This is an optimization exercise on Yosys and OpenROAD, whose aim is small area and a short achievable clock period, not a production implementation. RTL that was checked went through simulation tests only; none was proved equivalent to the original. Power figures rest on the tool's default switching activity, not on a simulated workload.

## rev 12
Design as2650, start of the top module:
module as2650(
	input clk,
	input rst,
	input [7:0] bus_in,
	output [7:0] bus_out,
	output le_lo,
	output le_hi,
	output OEb,
	output WEb,
	output bus_dir,
	output IOC,
	output IOD,
	input [6:0] irqs,
	output flag,
	input sense,
	output [7:0] ext_io_addr,
	output io_bus_cyc,
	output io_bus_we,
	output [7:0] io_bus_out,
	input [7:0] io_bus_in,
	output [7:0] debug_psl,
	output [7:0] debug_psu,
	output [32:0] la_data_out,
	input wb_hidden_rom_enable,
	output reg cpu_hidden_rom_enable,
	output WE_ram
);
Size: roughly 3100 cells after synthesis, ~420 flip-flops.
==> flow/config.mk <==
export PLATFORM = sky130hd
export DESIGN_NAME = as2650
export DESIGN_NICKNAME = as2650
export VERILOG_FILES = /design/flow/design.v
export SDC_FILE = /design/flow/constraint.sdc
export NUM_CORES = 4
export LEC_CHECK = 0
export CAP_MARGIN = 20
export CORE_MARGIN = 2
export CORE_UTILIZATION = 40
export CTS_BUF_LIST = sky130_fd_sc_hd__clkbuf_16
export CTS_CLUSTER_DIAMETER = 100
export CTS_CLUSTER_SIZE = 20
export SLEW_MARGIN = 20
==> flow/constraint.sdc <==
create_clock -name core_clock -period 16.0 [get_ports {clk}]
set_input_delay 3.2000 -clock core_clock [delete_from_list [all_inputs] [get_ports {clk}]]
set_output_delay 3.2000 -clock core_clock [all_outputs]
set_load 0.01 [all_outputs]
standard.sh (not shown) runs the stock make flow with config.mk's settings and CLKGATE_MAP_FILE= SYNTH_SCRIPT=/design/flow/synth_recipe.tcl, a recipe that flattens the netlist after the stock synthesis.
==> flow/flow/run.sh <==
#!/bin/bash
# The standard layout (standard.sh: the standard flow's own synthesis and ORFS flow) with two changes:
# - the input and output ports are buffered with sky130_fd_sc_hd__buf_2 cells instead of
#   the cell buffer_ports picks by default;
# - ORFS's repair_timing steps aim for 9 ns of setup slack rather than 0, so that they size
#   up the slowest paths; the clock and constraints are the design's.
# Make's full output goes to flow_make.log here; ORFS's own logs are under orfs/logs.
set -euo pipefail
export BUFFER_PORTS_ARGS="-buffer_cell sky130_fd_sc_hd__buf_2"
export SETUP_SLACK_MARGIN=9
export TNS_END_PERCENT=5
bash standard.sh finish > flow_make.log 2>&1
> inputs changed (rev 12 -> rev 13)
# rev 12
export LEC_CHECK = 0
export CAP_MARGIN = 20
export CORE_MARGIN = 2
export CORE_UTILIZATION = 40
export CTS_BUF_LIST = sky130_fd_sc_hd__clkbuf_16
export CTS_CLUSTER_DIAMETER = 100
export CTS_CLUSTER_SIZE = 20
export SLEW_MARGIN = 20
create_clock -name core_clock -period 16.0 [get_ports {clk}]
# rev 13
export LEC_CHECK = 0
export CAP_MARGIN = 20
export CORE_MARGIN = 2
export CORE_UTILIZATION = 60
export CTS_BUF_LIST = sky130_fd_sc_hd__clkbuf_16
export CTS_CLUSTER_DIAMETER = 100
export CTS_CLUSTER_SIZE = 20
export SLEW_MARGIN = 20
create_clock -name core_clock -period 16.0 [get_ports {clk}]
--- outcome ---
Between rev 12 and rev 13, the difference in count of clock-buffer cells in the layout is negligible. Between rev 12 and rev 13, the share of final-layout standard cells stronger than drive strength 1 does not differ in any meaningful way. Clock share of power on rev 13 is down relative to rev 12. Summary: slack of the worst reg-to-reg path, rev 13 better than rev 12.

== run A ==
Another version of the RTL of as2650 (not shown whole).
Size: ~3100 cells after synthesis, roughly 420 flip-flops, roughly 110 I/O pins, roughly 31000 sq um of cells after synthesis.
// as2650
module as2650(
	input clk,
	input rst,
	input [7:0] bus_in,
	output [7:0] bus_out,
	output le_lo,
	output le_hi,
	output OEb,
	output WEb,
	output bus_dir,
	output IOC,
	output IOD,
	input [6:0] irqs,
	output flag,
	input sense,
	output [7:0] ext_io_addr,
	output io_bus_cyc,
	output io_bus_we,
	output [7:0] io_bus_out,
	input [7:0] io_bus_in,
	output [7:0] debug_psl,
	output [7:0] debug_psu,
	output [32:0] la_data_out,
	input wb_hidden_rom_enable,
	output reg cpu_hidden_rom_enable,
	output WE_ram
);
export LEC_CHECK = 0
export CAP_MARGIN = 20
export CORE_MARGIN = 2
export CORE_UTILIZATION = 40
export CTS_BUF_LIST = sky130_fd_sc_hd__clkbuf_16
export CTS_CLUSTER_DIAMETER = 100
export CTS_CLUSTER_SIZE = 24
export SLEW_MARGIN = 20
create_clock -name core_clock -period 16.0 [get_ports {clk}]
Scripts as last shown in full above: flow/flow/run.sh
#### Input delta (run B over run A)
-- flow/config.mk --
<<< run A, line 10
export CORE_UTILIZATION = 40
>>> run B, line 10
export CORE_UTILIZATION = 50
<<< run A, line 13
export CTS_CLUSTER_SIZE = 24
>>> run B, line 13
export CTS_CLUSTER_SIZE = 20
Notes after the runs:
- Run B finished end to end and its layout was clean on timing, DRC and antenna.
- Run B ended with less worst hold slack than run A.
- Diff run A -> run B: final-report hold violation count shows no meaningful change; fraction of standard cell area that is sequential shows an increase of 0.44 points; relative contribution of the clock network to total power shows an increase of 3.0 points; routed via count shows an increase of about 0.9%; placed instance area shows a reduction of 280 sq um.
- Run A → run B: post-synthesis to final-layout area growth now smaller; post-layout total power rose by 4.1%.
No functional check of the RTL was part of any run of this note.

[port drivers added, routing unchanged]
The results above use ideal ports. As a check the final layouts listed here were re-extracted and re-timed, cells and wires unchanged. Step 1 sets driving cells, clkbuf_16 on the clock port and buf_2 on the other inputs (assumed; they add their load-dependent delay and slew). Step 2 also shifts input and output timing later by t, the mid clock arrival at the registers, as if the neighbouring blocks saw the same clock. Three values: ideal, step 1, step 2; two values: the first two.
| run | shift t [ns] | setup slack, ns | hold slack, ns |
|---|---|---|---|
| rev 12 | 0.687 | 8.831 / 8.857 / 8.170 | 0.462 / 0.462 / 0.462 |
| rev 13 | 0.669 | 8.683 / 8.726 / 8.056 | 0.459 / 0.459 / 0.459 |
| run A | 0.637 | 8.792 / 8.732 / 8.419 | 0.450 / 0.450 / 0.450 |
| run B | 0.705 | 8.930 / 8.867 / 8.276 | 0.445 / 0.445 / 0.445 |
After both steps every run listed still meets setup and hold. The setup slack of rev 12, which loses most, moves by +0.026 ns with the drivers and by -0.661 ns with both steps.
